From an optimization exercise on the open Yosys and OpenROAD flow, aimed at small area and a short achievable clock period; shortcuts taken in it are not production practice. At most, simulation tests tie the RTL to the original design; equivalence was not proved. No activity file was given, so power comes from the tool's default toggle rates.

==> 05-25: inputs <==
// classical_ctrl
module classical_ctrl(
    input  logic        clk,
    input  logic        rst,
    input  logic [31:0] i_q_measurement,
    output logic        q_time_write,
    output logic        q_time_sel,
    output logic [1:0]  q_reg_write,
    output logic        q_slm,
    output logic        q_rot,
    output logic [31:0] q_inst,
    output logic [31:0] q_time_reg,
    output logic [4:0]  meas_rd_addr,
    output logic        pram_en,
    output logic        pram_rd_en,
    output logic [10:0] pram_addr,
    input  logic [31:0] instruction,
    output logic        dram_en,
    output logic        dram_rd_en,
    output logic        dram_wr_en,
    output logic [10:0] dram_addr,
    output logic [31:0] dram_din,
    input  logic [31:0] data_read,
    input  logic [31:0] start_sig,
    output logic [31:0] end_sig
);
clock: 10.0 ns
lec_check: 0
cap_margin: 20
core_margin: 2
core_utilization: 40
place_density: 0.6
setup_slack_margin: 3.0
slew_margin: 20
synth_hierarchical: 1
synth_minimum_keep_size: 0
tns_end_percent: 100
standard.sh (not shown) runs the stock make flow with config.mk's settings and CLKGATE_MAP_FILE= SYNTH_SCRIPT=/design/flow/synth_recipe.tcl, a recipe that flattens the netlist after the stock synthesis.
==> flow/flow/run.sh <==
#!/bin/bash
# Standard ORFS layout with three changes: plain buffers (not delay cells) on
# the ports, a bit-sliced placement of the register file flip-flops before
# global placement (flow/place_regs.tcl), and clock tree synthesis without
# dummy loads.
set -euo pipefail
F="$(pwd)/flow"
export BUFFER_PORTS_ARGS="-buffer_cell sky130_fd_sc_hd__buf_1"
export PRE_GLOBAL_PLACE_SKIP_IO_TCL="$F/place_regs.tcl"
export POST_DETAIL_PLACE_TCL="$F/release_regs.tcl"
export CTS_ARGS="-sink_clustering_enable -repair_clock_nets -dont_use_dummy_load -buf_list sky130_fd_sc_hd__clkbuf_8 -sink_clustering_size 14 -sink_clustering_max_diameter 60"
bash standard.sh finish > standard_flow.log 2>&1
==> flow/flow/place_regs.tcl <==
# Bit-sliced placement of the register file, run before global placement.
# Register k, bit b (regs[k][b]) goes to a column for bit b: bits are split
# into bands stacked vertically, each band holding one column per bit and one
# row per register, so that each bit's read AND-OR trees and write-data net
# stay local. Flip-flops are placed FIRM; the rest is placed around them.
set block [ord::get_db_block]
set core  [$block getCoreArea]
set cx0 [$core xMin]; set cy0 [$core yMin]; set cx1 [$core xMax]; set cy1 [$core yMax]

# rows sorted by y
set rows {}
foreach r [$block getRows] { lappend rows [list [lindex [$r getOrigin] 1] $r] }
set rows [lsort -integer -index 0 $rows]
set nrows [llength $rows]
set site_w [[[lindex [lindex $rows 0] 1] getSite] getWidth]
set row_h  [[[lindex [lindex $rows 0] 1] getSite] getHeight]

# tap cells per row (by y)
array set taps {}
foreach inst [$block getInsts] {
  if {[string match "*tapvpwrvgnd*" [[$inst getMaster] getName]]} {
    set bb [$inst getBBox]
    lappend taps([$bb yMin]) [list [$bb xMin] [$bb xMax]]
  }
}

# flops of the register file
array set ff {}
foreach inst [$block getInsts] {
  if {[regexp {^regs\\\[([0-9]+)\\\]\\\[([0-9]+)\\\]} [$inst getName] -> k b]} {
    set ff($k,$b) $inst
  }
}
set fw [[[lindex [array get ff] 1] getMaster] getWidth]

set nbits 32
set nregs 31
# three bands, matching the per-band select lines of the read ports (rtl/reg_file.sv)
set nbands 3
set per_band 11
set gap_rows [expr {($nrows - $nbands * $nregs) / ($nbands + 1)}]
puts "place_regs: $nrows rows, $nbands bands of $per_band bits, $gap_rows gap rows"

set pitch [expr {double($cx1 - $cx0) / $per_band}]
for {set b 0} {$b < $nbits} {incr b} {
  set band [expr {$b / $per_band}]
  set s    [expr {$b % $per_band}]
  set tx   [expr {$cx0 + ($s + 0.5) * $pitch - $fw / 2.0}]
  for {set k 1} {$k <= $nregs} {incr k} {
    set ri  [expr {$gap_rows + $band * ($nregs + $gap_rows) + ($k - 1)}]
    set rw  [lindex [lindex $rows $ri] 1]
    set y   [lindex [$rw getOrigin] 1]
    set x   [expr {$cx0 + int(round(($tx - $cx0) / $site_w)) * $site_w}]
    # move off any tap cell in this row
    if {[info exists taps($y)]} {
      foreach t $taps($y) {
        lassign $t t0 t1
        if {$x < $t1 && $x + $fw > $t0} {
          set xl [expr {$t0 - $fw}]
          set xr $t1
          if {abs($xl - $x) <= abs($xr - $x)} { set x $xl } else { set x $xr }
        }
      }
    }
    set inst $ff($k,$b)
    $inst setOrient [$rw getOrient]
    $inst setLocation $x $y
    $inst setPlacementStatus FIRM
  }
}
Other scripts of this flow, unchanged in this note and not shown: flow/flow/release_regs.tcl
==> inputs of 04-10, as changes to 05-25 <==
--- a/flow/design.v
+++ b/flow/design.v
@@ -870,93 +870,55 @@
     assign y = ~((a1 | a2) & b1);
 endmodule
 module cell_a222oi (input logic a1, a2, b1, b2, c1, c2, output logic y);
     assign y = ~((a1 & a2) | (b1 & b2) | (c1 & c2));
 endmodule
-module cell_a22oi (input logic a1, a2, b1, b2, output logic y);
-    assign y = ~((a1 & a2) | (b1 & b2));
-endmodule
-module cell_a21o (input logic a1, a2, b1, output logic y);
-    assign y = (a1 & a2) | b1;
-endmodule
-module rf_rport #(parameter bit TWO = 0, parameter int NDUP = 0) (
-    input  logic [991:0]  regs,
-    input  logic [4:0]    addr,
-    input  logic [4:0]    addr2,    
-    input  logic          sel2,
-    output logic [31:0]   data_n,
-    output logic [NDUP:0] dup_n     
+module rf_rport (
+    input  logic [991:0] regs,
+    input  logic [4:0]   addr,
+    output logic [31:0]  data_n
 );
+    logic [4:0] addr_n;
     logic [3:0] lo_n;
     logic [7:0] hi_n;
-    if (!TWO) begin : g_one
-        logic [4:0] addr_n;
-        for (genvar i = 0; i < 5; i++) begin : g_ainv
-            cell_inv u_inv (.a(addr[i]), .y(addr_n[i]));
-        end
-        for (genvar i = 0; i < 4; i++) begin : g_lo
-            cell_nand2 u_lo (
-                .a(i[0] ? addr[0] : addr_n[0]),
-                .b(i[1] ? addr[1] : addr_n[1]),
-                .y(lo_n[i]));
-        end
-        for (genvar i = 0; i < 8; i++) begin : g_hi
-            cell_nand3 u_hi (
-                .a(i[0] ? addr[2] : addr_n[2]),
-                .b(i[1] ? addr[3] : addr_n[3]),
-                .c(i[2] ? addr[4] : addr_n[4]),
-                .y(hi_n[i]));
-        end
-    end else begin : g_two
-        logic [4:0] a_n, b_n;
-        logic       s_n;
-        logic [3:0] ma_lo, mb_lo;
-        logic [7:0] ma_hi, mb_hi;
-        cell_inv u_sinv (.a(sel2), .y(s_n));
-        for (genvar i = 0; i < 5; i++) begin : g_ainv
-            cell_inv u_ia (.a(addr[i]),  .y(a_n[i]));
-            cell_inv u_ib (.a(addr2[i]), .y(b_n[i]));
-        end
-        for (genvar i = 0; i < 4; i++) begin : g_lo
-            cell_nor2 u_ma (.a(i[0] ? a_n[0] : addr[0]),  .b(i[1] ? a_n[1] : addr[1]),  .y(ma_lo[i]));
-            cell_nor2 u_mb (.a(i[0] ? b_n[0] : addr2[0]), .b(i[1] ? b_n[1] : addr2[1]), .y(mb_lo[i]));
-            cell_a22oi u_lo (.a1(s_n), .a2(ma_lo[i]), .b1(sel2), .b2(mb_lo[i]), .y(lo_n[i]));
-        end
-        for (genvar i = 0; i < 8; i++) begin : g_hi
-            cell_nor3 u_ma (.a(i[0] ? a_n[2] : addr[2]),  .b(i[1] ? a_n[3] : addr[3]),  .c(i[2] ? a_n[4] : addr[4]),  .y(ma_hi[i]));
-            cell_nor3 u_mb (.a(i[0] ? b_n[2] : addr2[2]), .b(i[1] ? b_n[3] : addr2[3]), .c(i[2] ? b_n[4] : addr2[4]), .y(mb_hi[i]));
-            cell_a22oi u_hi (.a1(s_n), .a2(ma_hi[i]), .b1(sel2), .b2(mb_hi[i]), .y(hi_n[i]));
-        end
+    for (genvar i = 0; i < 5; i++) begin : g_ainv
+        cell_inv u_inv (.a(addr[i]), .y(addr_n[i]));
     end
-    logic [31:0] sel [0:2];
-    for (genvar g = 0; g < 3; g++) begin : g_grp
-        assign sel[g][0] = 1'b0;
-        for (genvar k = 1; k < 32; k++) begin : g_sel
-            cell_nor2 u_sel (.a(lo_n[k % 4]), .b(hi_n[k / 4]), .y(sel[g][k]));
-        end
+    for (genvar i = 0; i < 4; i++) begin : g_lo
+        cell_nand2 u_lo (
+            .a(i[0] ? addr[0] : addr_n[0]),
+            .b(i[1] ? addr[1] : addr_n[1]),
+            .y(lo_n[i]));
+    end
+    for (genvar i = 0; i < 8; i++) begin : g_hi
+        cell_nand3 u_hi (
+            .a(i[0] ? addr[2] : addr_n[2]),
+            .b(i[1] ? addr[3] : addr_n[3]),
+            .c(i[2] ? addr[4] : addr_n[4]),
+            .y(hi_n[i]));
+    end
+    logic [31:0] sel;
+    assign sel[0] = 1'b0;
+    for (genvar k = 1; k < 32; k++) begin : g_sel
+        cell_nor2 u_sel (.a(lo_n[k % 4]), .b(hi_n[k / 4]), .y(sel[k]));
     end
     for (genvar b = 0; b < 32; b++) begin : g_bit
-        localparam int G = b / 11;
         logic [10:0] t_n;
         logic [2:0]  t;
         for (genvar j = 0; j < 10; j++) begin : g_aoi
             cell_a222oi u_aoi (
-                .a1(regs[32*(3*j)   + b]), .a2(sel[G][3*j+1]),
-                .b1(regs[32*(3*j+1) + b]), .b2(sel[G][3*j+2]),
-                .c1(regs[32*(3*j+2) + b]), .c2(sel[G][3*j+3]),
+                .a1(regs[32*(3*j)   + b]), .a2(sel[3*j+1]),
+                .b1(regs[32*(3*j+1) + b]), .b2(sel[3*j+2]),
+                .c1(regs[32*(3*j+2) + b]), .c2(sel[3*j+3]),
                 .y(t_n[j]));
         end
-        cell_nand2 u_aoi10 (.a(regs[32*30 + b]), .b(sel[G][31]), .y(t_n[10]));
+        cell_nand2 u_aoi10 (.a(regs[32*30 + b]), .b(sel[31]), .y(t_n[10]));
         cell_nand4 u_n0 (.a(t_n[0]), .b(t_n[1]), .c(t_n[2]),  .d(t_n[3]), .y(t[0]));
         cell_nand4 u_n1 (.a(t_n[4]), .b(t_n[5]), .c(t_n[6]),  .d(t_n[7]), .y(t[1]));
         cell_nand3 u_n2 (.a(t_n[8]), .b(t_n[9]), .c(t_n[10]), .y(t[2]));
         cell_nor3  u_o  (.a(t[0]), .b(t[1]), .c(t[2]), .y(data_n[b]));
-        if (b < NDUP) begin : g_dup
-            cell_nor3 u_od (.a(t[0]), .b(t[1]), .c(t[2]), .y(dup_n[b]));
-        end
     end
-    assign dup_n[NDUP] = 1'b0;
 endmodule
 module classical_ctrl(
     input  logic        clk,
     input  logic        rst,
     input  logic [31:0] i_q_measurement,
@@ -980,11 +942,11 @@
     input  logic [31:0] data_read,
     input  logic [31:0] start_sig,
     output logic [31:0] end_sig
 );
     logic [6:0] op;
-    logic [4:0] rd, rs1, rs2;
+    logic [4:0] rd, rs1, rs2, rsb;
     assign op  = instruction[6:0];
     assign rd  = instruction[11:7];
     assign rs1 = instruction[19:15];
     assign rs2 = instruction[24:20];
     logic is_ldi, is_ldui, is_or, is_xor, is_and, is_not, is_add, is_sub;
@@ -1011,29 +973,25 @@
     assign is_smso   = (op == 7'b1001000);
     assign is_smsol  = (op == 7'b1001010);
     assign is_sito   = (op == 7'b1001100);
     assign is_sitol  = (op == 7'b1001011);
     assign is_rot    = (op == 7'b1010011) || (op == 7'b1010100) || (op == 7'b1010101);
+    assign rsb = op[3] ? rs2 : instruction[16:12];
     logic [31:0]  regs [1:31];
     logic [991:0] regs_flat;
     logic [31:0]  ra_n, rb_n, ra, rb;
     logic [31:0]  wdata;
     logic         wen;
     for (genvar i = 1; i < 32; i++) begin : g_flat
         assign regs_flat[32*(i-1) +: 32] = regs[i];
     end
-    logic [11:0] ra_lo_n;    
-    logic        rb_dup;
-    rf_rport #(.TWO(0), .NDUP(11)) u_rport_a (
-        .regs(regs_flat), .addr(rs1), .addr2(5'b0), .sel2(1'b0),
-        .data_n(ra_n), .dup_n(ra_lo_n));
-    rf_rport #(.TWO(1), .NDUP(0)) u_rport_b (
-        .regs(regs_flat), .addr(instruction[16:12]), .addr2(rs2), .sel2(op[3]),
-        .data_n(rb_n), .dup_n(rb_dup));
+    rf_rport u_rport_a (.regs(regs_flat), .addr(rs1), .data_n(ra_n));
+    rf_rport u_rport_b (.regs(regs_flat), .addr(rsb), .data_n(rb_n));
     assign ra = ~ra_n;
     assign rb = ~rb_n;
     logic [31:0] wdata_r;
+    assign wdata_r = rst ? 32'b0 : wdata;
     for (genvar i = 1; i < 32; i++) begin : g_reg
         always_ff @(posedge clk) begin
             if (rst || (wen && rd == i)) regs[i] <= wdata_r;
         end
     end
@@ -1070,27 +1028,21 @@
         flags[10] = 1'b0;
         flags[11] = 1'b1;
     end
     assign wen = is_ldi | is_ldui | is_or | is_xor | is_and | is_not |
                  is_add | is_sub | is_ld | is_fbr | is_fmr;
-    logic        addsub_nr;
-    logic [31:0] rest_nr;
-    assign addsub_nr = (is_add | is_sub) & ~rst;
     always_comb begin
         wdata = ({32{is_ldi}}  & {{12{instruction[31]}}, instruction[31:12]})
               | ({32{is_ldui}} & {instruction[31:17], rb[16:0]})
               | ({32{is_or}}   & (p0 | g0))
               | ({32{is_xor}}  & ~p0)
               | ({32{is_and}}  & g0)
               | ({32{is_not}}  & rb_n)
+              | ({32{is_add | is_sub}} & sum)
               | ({32{is_ld}}   & data_read)
               | ({32{is_fbr}}  & {20'b0, flags})
               | ({32{is_fmr}}  & i_q_measurement);
-        rest_nr = rst ? 32'b0 : wdata;
-    end
-    for (genvar b = 0; b < 32; b++) begin : g_wd
-        cell_a21o u_wd (.a1(addsub_nr), .a2(sum[b]), .b1(rest_nr[b]), .y(wdata_r[b]));
     end
     logic        e_reg;
     logic [10:0] pc;
     always_ff @(posedge clk) begin
         if (rst)          e_reg <= 1'b0;
@@ -1109,11 +1061,11 @@
     end
     logic run;
     assign run = start_sig[0] & ~e_reg;
     logic [10:0] d_off;
     assign d_off = op[1] ? {instruction[30:25], instruction[11:7]} : instruction[30:20];
-    add_dram u_dadd (.a_n(ra_lo_n[10:0]), .b(d_off), .s(dram_addr));
+    add_dram u_dadd (.a_n(ra_n[10:0]), .b(d_off), .s(dram_addr));
     assign pram_en    = run;
     assign pram_rd_en = run;
     assign pram_addr  = target;
     assign dram_en    = run;
     assign dram_rd_en = run;
--- a/flow/flow/place_regs.tcl
+++ b/flow/flow/place_regs.tcl
@@ -33,13 +33,14 @@
 }
 set fw [[[lindex [array get ff] 1] getMaster] getWidth]
 
 set nbits 32
 set nregs 31
-# three bands, matching the per-band select lines of the read ports (rtl/reg_file.sv)
-set nbands 3
-set per_band 11
+set nbands [expr {int(ceil(double($nbits * $nregs * $fw * $row_h) / (($cx1 - $cx0) * $nregs * $row_h * 0.45)))}]
+if {$nbands < 1} { set nbands 1 }
+while {$nbands * $nregs > $nrows} { incr nbands -1 }
+set per_band [expr {int(ceil(double($nbits) / $nbands))}]
 set gap_rows [expr {($nrows - $nbands * $nregs) / ($nbands + 1)}]
 puts "place_regs: $nrows rows, $nbands bands of $per_band bits, $gap_rows gap rows"
 
 set pitch [expr {double($cx1 - $cx0) / $per_band}]
 for {set b 0} {$b < $nbits} {incr b} {
- SETUP_SLACK_MARGIN: 3.0 -> 3.8
- TNS_END_PERCENT: 100 -> 0
==> inputs of 01-05, as changes to 05-25 <==
--- a/flow/design.v
+++ b/flow/design.v
@@ -873,13 +873,10 @@
     assign y = ~((a1 & a2) | (b1 & b2) | (c1 & c2));
 endmodule
 module cell_a22oi (input logic a1, a2, b1, b2, output logic y);
     assign y = ~((a1 & a2) | (b1 & b2));
 endmodule
-module cell_a21o (input logic a1, a2, b1, output logic y);
-    assign y = (a1 & a2) | b1;
-endmodule
 module rf_rport #(parameter bit TWO = 0, parameter int NDUP = 0) (
     input  logic [991:0]  regs,
     input  logic [4:0]    addr,
     input  logic [4:0]    addr2,    
     input  logic          sel2,
@@ -925,29 +922,26 @@
             cell_nor3 u_ma (.a(i[0] ? a_n[2] : addr[2]),  .b(i[1] ? a_n[3] : addr[3]),  .c(i[2] ? a_n[4] : addr[4]),  .y(ma_hi[i]));
             cell_nor3 u_mb (.a(i[0] ? b_n[2] : addr2[2]), .b(i[1] ? b_n[3] : addr2[3]), .c(i[2] ? b_n[4] : addr2[4]), .y(mb_hi[i]));
             cell_a22oi u_hi (.a1(s_n), .a2(ma_hi[i]), .b1(sel2), .b2(mb_hi[i]), .y(hi_n[i]));
         end
     end
-    logic [31:0] sel [0:2];
-    for (genvar g = 0; g < 3; g++) begin : g_grp
-        assign sel[g][0] = 1'b0;
-        for (genvar k = 1; k < 32; k++) begin : g_sel
-            cell_nor2 u_sel (.a(lo_n[k % 4]), .b(hi_n[k / 4]), .y(sel[g][k]));
-        end
+    logic [31:0] sel;
+    assign sel[0] = 1'b0;
+    for (genvar k = 1; k < 32; k++) begin : g_sel
+        cell_nor2 u_sel (.a(lo_n[k % 4]), .b(hi_n[k / 4]), .y(sel[k]));
     end
     for (genvar b = 0; b < 32; b++) begin : g_bit
-        localparam int G = b / 11;
         logic [10:0] t_n;
         logic [2:0]  t;
         for (genvar j = 0; j < 10; j++) begin : g_aoi
             cell_a222oi u_aoi (
-                .a1(regs[32*(3*j)   + b]), .a2(sel[G][3*j+1]),
-                .b1(regs[32*(3*j+1) + b]), .b2(sel[G][3*j+2]),
-                .c1(regs[32*(3*j+2) + b]), .c2(sel[G][3*j+3]),
+                .a1(regs[32*(3*j)   + b]), .a2(sel[3*j+1]),
+                .b1(regs[32*(3*j+1) + b]), .b2(sel[3*j+2]),
+                .c1(regs[32*(3*j+2) + b]), .c2(sel[3*j+3]),
                 .y(t_n[j]));
         end
-        cell_nand2 u_aoi10 (.a(regs[32*30 + b]), .b(sel[G][31]), .y(t_n[10]));
+        cell_nand2 u_aoi10 (.a(regs[32*30 + b]), .b(sel[31]), .y(t_n[10]));
         cell_nand4 u_n0 (.a(t_n[0]), .b(t_n[1]), .c(t_n[2]),  .d(t_n[3]), .y(t[0]));
         cell_nand4 u_n1 (.a(t_n[4]), .b(t_n[5]), .c(t_n[6]),  .d(t_n[7]), .y(t[1]));
         cell_nand3 u_n2 (.a(t_n[8]), .b(t_n[9]), .c(t_n[10]), .y(t[2]));
         cell_nor3  u_o  (.a(t[0]), .b(t[1]), .c(t[2]), .y(data_n[b]));
         if (b < NDUP) begin : g_dup
@@ -1030,10 +1024,11 @@
         .regs(regs_flat), .addr(instruction[16:12]), .addr2(rs2), .sel2(op[3]),
         .data_n(rb_n), .dup_n(rb_dup));
     assign ra = ~ra_n;
     assign rb = ~rb_n;
     logic [31:0] wdata_r;
+    assign wdata_r = rst ? 32'b0 : wdata;
     for (genvar i = 1; i < 32; i++) begin : g_reg
         always_ff @(posedge clk) begin
             if (rst || (wen && rd == i)) regs[i] <= wdata_r;
         end
     end
@@ -1070,27 +1065,21 @@
         flags[10] = 1'b0;
         flags[11] = 1'b1;
     end
     assign wen = is_ldi | is_ldui | is_or | is_xor | is_and | is_not |
                  is_add | is_sub | is_ld | is_fbr | is_fmr;
-    logic        addsub_nr;
-    logic [31:0] rest_nr;
-    assign addsub_nr = (is_add | is_sub) & ~rst;
     always_comb begin
         wdata = ({32{is_ldi}}  & {{12{instruction[31]}}, instruction[31:12]})
               | ({32{is_ldui}} & {instruction[31:17], rb[16:0]})
               | ({32{is_or}}   & (p0 | g0))
               | ({32{is_xor}}  & ~p0)
               | ({32{is_and}}  & g0)
               | ({32{is_not}}  & rb_n)
+              | ({32{is_add | is_sub}} & sum)
               | ({32{is_ld}}   & data_read)
               | ({32{is_fbr}}  & {20'b0, flags})
               | ({32{is_fmr}}  & i_q_measurement);
-        rest_nr = rst ? 32'b0 : wdata;
-    end
-    for (genvar b = 0; b < 32; b++) begin : g_wd
-        cell_a21o u_wd (.a1(addsub_nr), .a2(sum[b]), .b1(rest_nr[b]), .y(wdata_r[b]));
     end
     logic        e_reg;
     logic [10:0] pc;
     always_ff @(posedge clk) begin
         if (rst)          e_reg <= 1'b0;
--- a/flow/flow/place_regs.tcl
+++ b/flow/flow/place_regs.tcl
@@ -33,13 +33,14 @@
 }
 set fw [[[lindex [array get ff] 1] getMaster] getWidth]
 
 set nbits 32
 set nregs 31
-# three bands, matching the per-band select lines of the read ports (rtl/reg_file.sv)
-set nbands 3
-set per_band 11
+set nbands [expr {int(ceil(double($nbits * $nregs * $fw * $row_h) / (($cx1 - $cx0) * $nregs * $row_h * 0.45)))}]
+if {$nbands < 1} { set nbands 1 }
+while {$nbands * $nregs > $nrows} { incr nbands -1 }
+set per_band [expr {int(ceil(double($nbits) / $nbands))}]
 set gap_rows [expr {($nrows - $nbands * $nregs) / ($nbands + 1)}]
 puts "place_regs: $nrows rows, $nbands bands of $per_band bits, $gap_rows gap rows"
 
 set pitch [expr {double($cx1 - $cx0) / $per_band}]
 for {set b 0} {$b < $nbits} {incr b} {
==> comparison table <==
quantity                                                                        04-10                      01-05                    05-25
Result of the run                                             complete, no violations    complete, no violations  complete, no violations
Area fraction of clock buffers and clock inverters                             2.286%                     2.351%                   2.341%
Final non-filler cell total                                                      5403                       5365                     5443
P_int                                                                        6.232 mW                   6.213 mW                 6.161 mW
Number of rows created at floorplan                                               125                        125                      126
Final clock skew                                                            0.1131 ns                  0.1157 ns               0.08301 ns
Reg-to-reg critical path endpoint                              regs[12][16]$_DFFE_PP_      regs[8][30]$_DFFE_PP_    regs[1][11]$_DFFE_PP_
Avg Inst Size Synth                                                        13.96 um^2                 14.01 um^2               13.67 um^2
Die extent in x                                                              345.5 um                   346.9 um                 348.9 um
Global placer's final weighted congestion                                       1.019                     0.9896                    1.025
Worst-path cell with the longest stage delay                  sky130_fd_sc_hd__xor2_2  sky130_fd_sc_hd__a222oi_1  sky130_fd_sc_hd__nor3_2
Min Tclk post-route                                                          7.239 ns                   7.355 ns                 7.182 ns
Sequential fraction of total cell area                                         54.35%                     54.72%                   55.67%
Antenna Cells                                                                      21                         12                       24
Met2 GRT Util                                                                  40.05%                     39.27%                   34.79%
Sequential group power                                                        4.98 mW                    4.98 mW                  5.00 mW
Required time reported for the critical path endpoint                        10.60 ns                    8.00 ns                  8.00 ns
Average detailed-routed wire length per instance                             42.84 um                   41.94 um                 38.61 um
Starting density of the core                                                   40.26%                     40.43%                   40.30%
Wl on met1                                                                   86.07 mm                   83.97 mm                 79.90 mm
Maximum number of pins on one net before global-route repair                       55                         51                       55
Cell area after placement                                                  50590 um^2                 50740 um^2               50490 um^2
Repair and plain buffers                                                          583                        545                      480
Peak ir drop on the vdd network                                              96.45 uV                   110.3 uV                 89.21 uV
Function not checked in 01-05: the RTL went through the layout flow alone.

==> afterwards: timing with drivers on the ports <==
No port has a modelled driver above. Below, the same layouts with a new extraction and two added sets of constraints.
Step 1 (the two cells are an assumption about what drives the block):
set clk [get_ports {clk}]
set_driving_cell -lib_cell sky130_fd_sc_hd__clkbuf_16 $clk
set_driving_cell -lib_cell sky130_fd_sc_hd__buf_2 [delete_from_list [all_inputs] $clk]
Step 2 moves the port delays by t, midway between the first and last clock arrival at a register: inputs arrive t later, outputs are due t later. That takes back most of the time a late clock gives input paths.
a / b / c = ideal / step 1 / step 2; a / b = the first two.
run	t, ns	setup slack, ns	latest minus earliest clock arrival (ns)
05-25	0.801	2.818 / 2.752 / 2.129	0.083 / 0.083
04-10	0.858	2.761 / 2.804 / 1.947	0.113 / 0.113
01-05	0.823	2.645 / 2.603 / 1.937	0.115 / 0.116
After both steps setup and hold are still met in every run listed. For 04-10, which loses most, drivers alone change the setup slack by +0.043 ns; drivers and shift together by -0.814 ns.
